From an optimization exercise on the open Yosys and OpenROAD flow, aimed at small area, a short achievable clock period and few clock cycles per item; shortcuts taken in it are not production practice. In this exercise RTL edits were held to simulation tests only and were not proved equivalent to the original. Power figures rest on the tool's default switching activity, not on a simulated workload.

Setup of the baseline:
## matvecmult
module matvecmult(
    CLK,
    RST,
    vector_x,
    vector_b,
    vector_y,
    Q,
    A,
    finish
);
input               CLK;
input               RST;
input       [127:0] vector_x;
input       [127:0] vector_b;
output      [127:0] vector_y;
input       [127:0] Q;
output      [3:0]   A;
output              finish;
reg  [4:0] cnt;
reg        rs;
reg  [2:1] val;          
reg  [2:1] done;         
reg        fin;
reg  [7:0] y_r [0:15];
reg  [7:0] bsel;
integer    i;
reg        skip;                        
reg  [3:0] ar;                          
wire [3:0] a_w = {cnt[3:1], cnt[0] ^ skip};    
wire [3:0] a_o;
mv_or2 ua0 (.a(ar[0]), .b(skip), .y(a_o[0]));
assign a_o[3:1] = ar[3:1];
wire       fetched = cnt[4];            
assign A = a_o;
assign finish = fin;
always @(posedge CLK) begin
    rs   <= RST;
    skip <= RST & ~rs;
    val  <= {val, RST ? ~rs : ~fetched};
end
always @(posedge CLK or posedge RST) begin
    if (RST) begin
        cnt  <= 5'd0;
        ar   <= 4'd0;
        done <= {2{1'b0}};
        fin  <= 1'b0;
    end else begin
        if (!fetched) begin
            cnt <= cnt + (skip ? 5'd2 : 5'd1);
            ar  <= {ar[3:1] + {2'b0, ar[0]}, ~ar[0]} + {3'b0, skip};
        end
        done <= {done, fetched};
        fin  <= done[1];
    end
end
always @(posedge CLK)
    bsel <= vector_b[8*a_w +: 8];
wire p1;
wire p2;
wire p3;
wire p4;
wire p5;
wire p6;
wire p7;
wire p8;
wire p9;
wire p10;
wire p11;
wire p12;
wire p13;
wire p14;
wire p15;
wire p16;
wire p17;
wire p18;
wire p19;
wire p20;
wire p21;
wire p22;
wire p23;
wire p24;
wire p25;
wire p26;
wire p27;
wire p28;
wire p29;
wire p30;
wire p31;
wire p32;
wire p33;
wire p34;
wire p35;
wire p36;
wire p37;
wire p38;
wire p39;
wire p40;
wire p41;
wire p42;
wire p43;
wire p44;
wire p45;
wire p46;
wire p47;
wire p48;
wire p49;
wire p50;
wire p51;
wire p52;
wire p53;
wire p54;
wire p55;
wire p56;
wire p57;
wire p58;
wire p59;
wire p60;
wire p61;
wire p62;
wire p63;
wire p64;
wire p65;
wire p66;
wire p67;
  ...
Size in the first run: about 1,300 cells after synthesis, ~240 flip-flops, about 16,000 um2 of cells after synthesis.
Settings: LEC_CHECK=0, CAP_MARGIN=20, CORE_MARGIN=2, CORE_UTILIZATION=55, CTS_BUF_LIST=sky130_fd_sc_hd__clkbuf_8, SLEW_MARGIN=20, SYNTH_HIERARCHICAL=1, SYNTH_MINIMUM_KEEP_SIZE=0; clock period 10.0 ns.
standard.sh (not shown) runs the stock make flow with config.mk's settings and CLKGATE_MAP_FILE= SYNTH_SCRIPT=/design/flow/synth_recipe.tcl, a recipe that flattens the netlist after the stock synthesis.
==> flow/flow/run.sh <==
#!/bin/bash
set -euo pipefail
export BUFFER_PORTS_ARGS="-buffer_cell sky130_fd_sc_hd__buf_1"
bash standard.sh > standard_make.log 2>&1
Testbench counts of the baseline, summed over its fixed seeds: cycles 43,200, items 2,400.
diff inputs: the baseline => the candidate
- a change of CORE_UTILIZATION from 55 to 40
- a deleted CTS_BUF_LIST that had been sky130_fd_sc_hd__clkbuf_8
## What came out
- The candidate reached the end of the flow, and the finished layout is clean on the timing, design-rule and antenna checks.
- Diff the candidate and the baseline: global-route wire length before repair lower in the baseline
- Of the candidate and the baseline, the run reporting the higher wire length was the candidate.
- For the sequential power share, the candidate came in 0.2 points lower than the baseline did.

========
Another version of the RTL of matvecmult (not shown whole).
For scale: about 1400 cells after synthesis, ~520 I/O pins, about 0.016 sq mm of cells after synthesis.
export LEC_CHECK = 0
export CAP_MARGIN = 20
export CORE_MARGIN = 2
export CORE_UTILIZATION = 40
export SLEW_MARGIN = 20
export SYNTH_HIERARCHICAL = 1
export SYNTH_MINIMUM_KEEP_SIZE = 0
create_clock -name core_clock -period 10.0 [get_ports {CLK}]
Scripts as last shown in full above: flow/flow/run.sh
The first run finished with timing, DRC and antenna clean.
Testbench counts at the start, summed over its fixed seeds: cycles 43,200, items 2,400.
Edit:
==> flow/run.sh (new file) <==
#!/bin/bash
# synth_recipe.tcl (not shown) runs the flow's synth.tcl, then flattens the netlist and writes it again
# the make line also repeats each setting of config.mk as NAME=value (left out here)
make -C /OpenROAD-flow-scripts/flow DESIGN_CONFIG=/design/flow/config.mk WORK_HOME=/design/flow/orfs CLKGATE_MAP_FILE= SYNTH_SCRIPT=/design/flow/synth_recipe.tcl finish
removed: flow/flow/run.sh
removed: flow/standard.sh
=> Utilization increases by 7.6 points; worst hold slack loses 0.0066 ns; worst setup slack loses 0.30 ns; clock skew increases by 0.011 ns; power increases by 3.3%; wire length increases by about 6%; sequential power hardly moves; clock power decreases by about 3.6%.

========
matvecmult, a different RTL version from the one above (not shown whole).
For scale: about 1400 cells after synthesis, about 240 flip-flops, roughly 0.016 mm^2 of cells after synthesis.
==> flow/design.v (excerpt) <==
module matvecmult(
    CLK,
    RST,
    vector_x,
    vector_b,
    vector_y,
    Q,
    A,
    finish
);
==> flow/config.mk <==
export PLATFORM = sky130hd
export DESIGN_NAME = matvecmult
export DESIGN_NICKNAME = matvecmult
export VERILOG_FILES = /design/flow/design.v
export SDC_FILE = /design/flow/constraint.sdc
export NUM_CORES = 4
export LEC_CHECK = 0
export CAP_MARGIN = 20
export CORE_MARGIN = 2
export CORE_UTILIZATION = 40
export SLEW_MARGIN = 20
export SYNTH_HIERARCHICAL = 1
export SYNTH_MINIMUM_KEEP_SIZE = 0
==> flow/constraint.sdc <==
create_clock -name core_clock -period 10.0 [get_ports {CLK}]
set_input_delay 2.0000 -clock core_clock [delete_from_list [all_inputs] [get_ports {CLK}]]
set_output_delay 2.0000 -clock core_clock [all_outputs]
set_load 0.01 [all_outputs]
==> flow/flow/run.sh <==
#!/bin/bash
set -euo pipefail
export PRE_GLOBAL_PLACE_TCL="$PWD/flow/buffer_ports.tcl"
export SETUP_SLACK_MARGIN=6.7
bash standard.sh > standard_make.log 2>&1
==> flow/flow/buffer_ports.tcl <==
# Port buffers: buf_2 on the inputs (they fan out to several gates), buf_1 on
# the outputs.  Replaces the single buffer_ports call of global_place.tcl.
rename buffer_ports my_orig_buffer_ports
proc buffer_ports {args} {
  my_orig_buffer_ports -inputs -buffer_cell sky130_fd_sc_hd__buf_2
  my_orig_buffer_ports -outputs -buffer_cell sky130_fd_sc_hd__buf_1
}
The first run completed with no timing, DRC or antenna violations.
Testbench counts at the start, summed over its fixed seeds: cycles 43,200, items 2,400.
Change:
==> flow/flow/run.sh (replaced) <==
#!/bin/bash
set -euo pipefail
export PRE_GLOBAL_PLACE_TCL="$PWD/flow/buffer_ports.tcl"
bash standard.sh > standard_make.log 2>&1
==> flow/flow/buffer_ports.tcl (replaced) <==
# Port buffers: buf_2 on the inputs that feed the partial products (Q and
# vector_x fan out to several gates), buf_1 on the other inputs and on the
# outputs.  Replaces the single buffer_ports call of global_place.tcl.
rename buffer_ports my_orig_buffer_ports
proc buffer_ports {args} {
  my_orig_buffer_ports -inputs -buffer_cell sky130_fd_sc_hd__buf_2
  my_orig_buffer_ports -outputs -buffer_cell sky130_fd_sc_hd__buf_1
  set small [get_lib_cells sky130_fd_sc_hd__buf_1]
  set n 0
  foreach port [get_ports {vector_b* RST}] {
    foreach pin [get_pins -of_objects [get_nets -of_objects $port]] {
      set inst [get_cells -of_objects $pin]
      if {[get_property [get_property $inst liberty_cell] name] eq "sky130_fd_sc_hd__buf_2"} {
        replace_cell $inst $small
        incr n
      }
    }
  }
  puts "buffer_ports.tcl: $n input buffers set to buf_1"
}
--- a/flow/config.mk
+++ b/flow/config.mk
@@ -8,5 +8,5 @@
 export CAP_MARGIN = 20
 export CORE_MARGIN = 2
-export CORE_UTILIZATION = 40
+export CORE_UTILIZATION = 50
 export SLEW_MARGIN = 20
 export SYNTH_HIERARCHICAL = 1
=> With this change the flow ended with an error in global placement. Synthesized cell count is unchanged. Synthesized area does not change.
Change:
==> flow/flow/buffer_ports.tcl (replaced) <==
# Port buffers: buf_2 on the inputs (they fan out to several gates), buf_1 on
# the outputs.  Replaces the single buffer_ports call of global_place.tcl.
rename buffer_ports my_orig_buffer_ports
proc buffer_ports {args} {
  my_orig_buffer_ports -inputs -buffer_cell sky130_fd_sc_hd__buf_2
  my_orig_buffer_ports -outputs -buffer_cell sky130_fd_sc_hd__buf_1
}
--- a/flow/config.mk
+++ b/flow/config.mk
@@ -8,5 +8,6 @@
 export CAP_MARGIN = 20
 export CORE_MARGIN = 2
-export CORE_UTILIZATION = 50
+export CORE_UTILIZATION = 40
+export CTS_BUF_LIST = sky130_fd_sc_hd__clkbuf_4 sky130_fd_sc_hd__clkbuf_8
 export SLEW_MARGIN = 20
 export SYNTH_HIERARCHICAL = 1
Now the flow went through all stages and came out clean.
Synthesized area is unchanged.
Synthesized cell count does not change.
Change:
==> flow/flow/buffer_ports.tcl (replaced) <==
# Port buffers: buf_2 on the inputs that feed the partial products (Q and
# vector_x fan out to several gates), buf_1 on the other inputs and on the
# outputs.  Replaces the single buffer_ports call of global_place.tcl.
rename buffer_ports my_orig_buffer_ports
proc buffer_ports {args} {
  my_orig_buffer_ports -inputs -buffer_cell sky130_fd_sc_hd__buf_2
  my_orig_buffer_ports -outputs -buffer_cell sky130_fd_sc_hd__buf_1
  set small [get_lib_cells sky130_fd_sc_hd__buf_1]
  set n 0
  foreach port [get_ports {vector_b* RST}] {
    foreach pin [get_pins -of_objects [get_nets -of_objects $port]] {
      set inst [get_cells -of_objects $pin]
      if {[get_property [get_property $inst liberty_cell] name] eq "sky130_fd_sc_hd__buf_2"} {
        replace_cell $inst $small
        incr n
      }
    }
  }
  puts "buffer_ports.tcl: $n input buffers set to buf_1"
}
--- a/flow/config.mk
+++ b/flow/config.mk
@@ -9,5 +9,4 @@
 export CORE_MARGIN = 2
 export CORE_UTILIZATION = 40
-export CTS_BUF_LIST = sky130_fd_sc_hd__clkbuf_4 sky130_fd_sc_hd__clkbuf_8
 export SLEW_MARGIN = 20
 export SYNTH_HIERARCHICAL = 1
Effect: This time the run aborted during global placement. Synthesized cell count does not change. Area after synthesis is unchanged.

-- port drivers added, routing unchanged --
The results above use ideal ports. As a check the final layouts listed here were re-extracted and re-timed, cells and wires unchanged. Step 1 sets driving cells, clkbuf_16 on the clock port and buf_2 on the other inputs (assumed; they add their load-dependent delay and slew). Step 2 moves the port delays by t, midway between the first and last clock arrival at a register: inputs arrive t later, outputs are due t later. That takes back most of the time a late clock gives input paths. a / b / c = ideal ports / drivers / drivers and shift; a / b = the first two.
run	t (ns)	slack for setup (ns)	hold slack, ns	worst setup path at the end	clock arrival spread, ns
the baseline	0.605	6.106 / 6.118 / 5.512	0.326 / 0.326 / 0.326	input to register	0.035 / 0.035
the candidate	0.569	6.117 / 6.141 / 5.572	0.333 / 0.333 / 0.333	input to register	0.014 / 0.014
the first run of note 2	0.547	5.936 / 5.936 / 5.465	0.355 / 0.355 / 0.355	input to register	0.012 / 0.012
the second run of note 2	0.548	5.635 / 5.658 / 5.109	0.348 / 0.348 / 0.348	input to register	0.023 / 0.023
the first run of note 3	0.583	6.607 / 6.607 / 6.046	0.327 / 0.327 / 0.327	input to register	0.022 / 0.022
the third run of note 3	0.578	6.437 / 6.442 / 5.885	0.323 / 0.323 / 0.323	input to register	0.053 / 0.053
After both steps every run listed still meets setup and hold. For the baseline, which loses most, drivers alone change the setup slack by +0.012 ns; drivers and shift together by -0.594 ns.
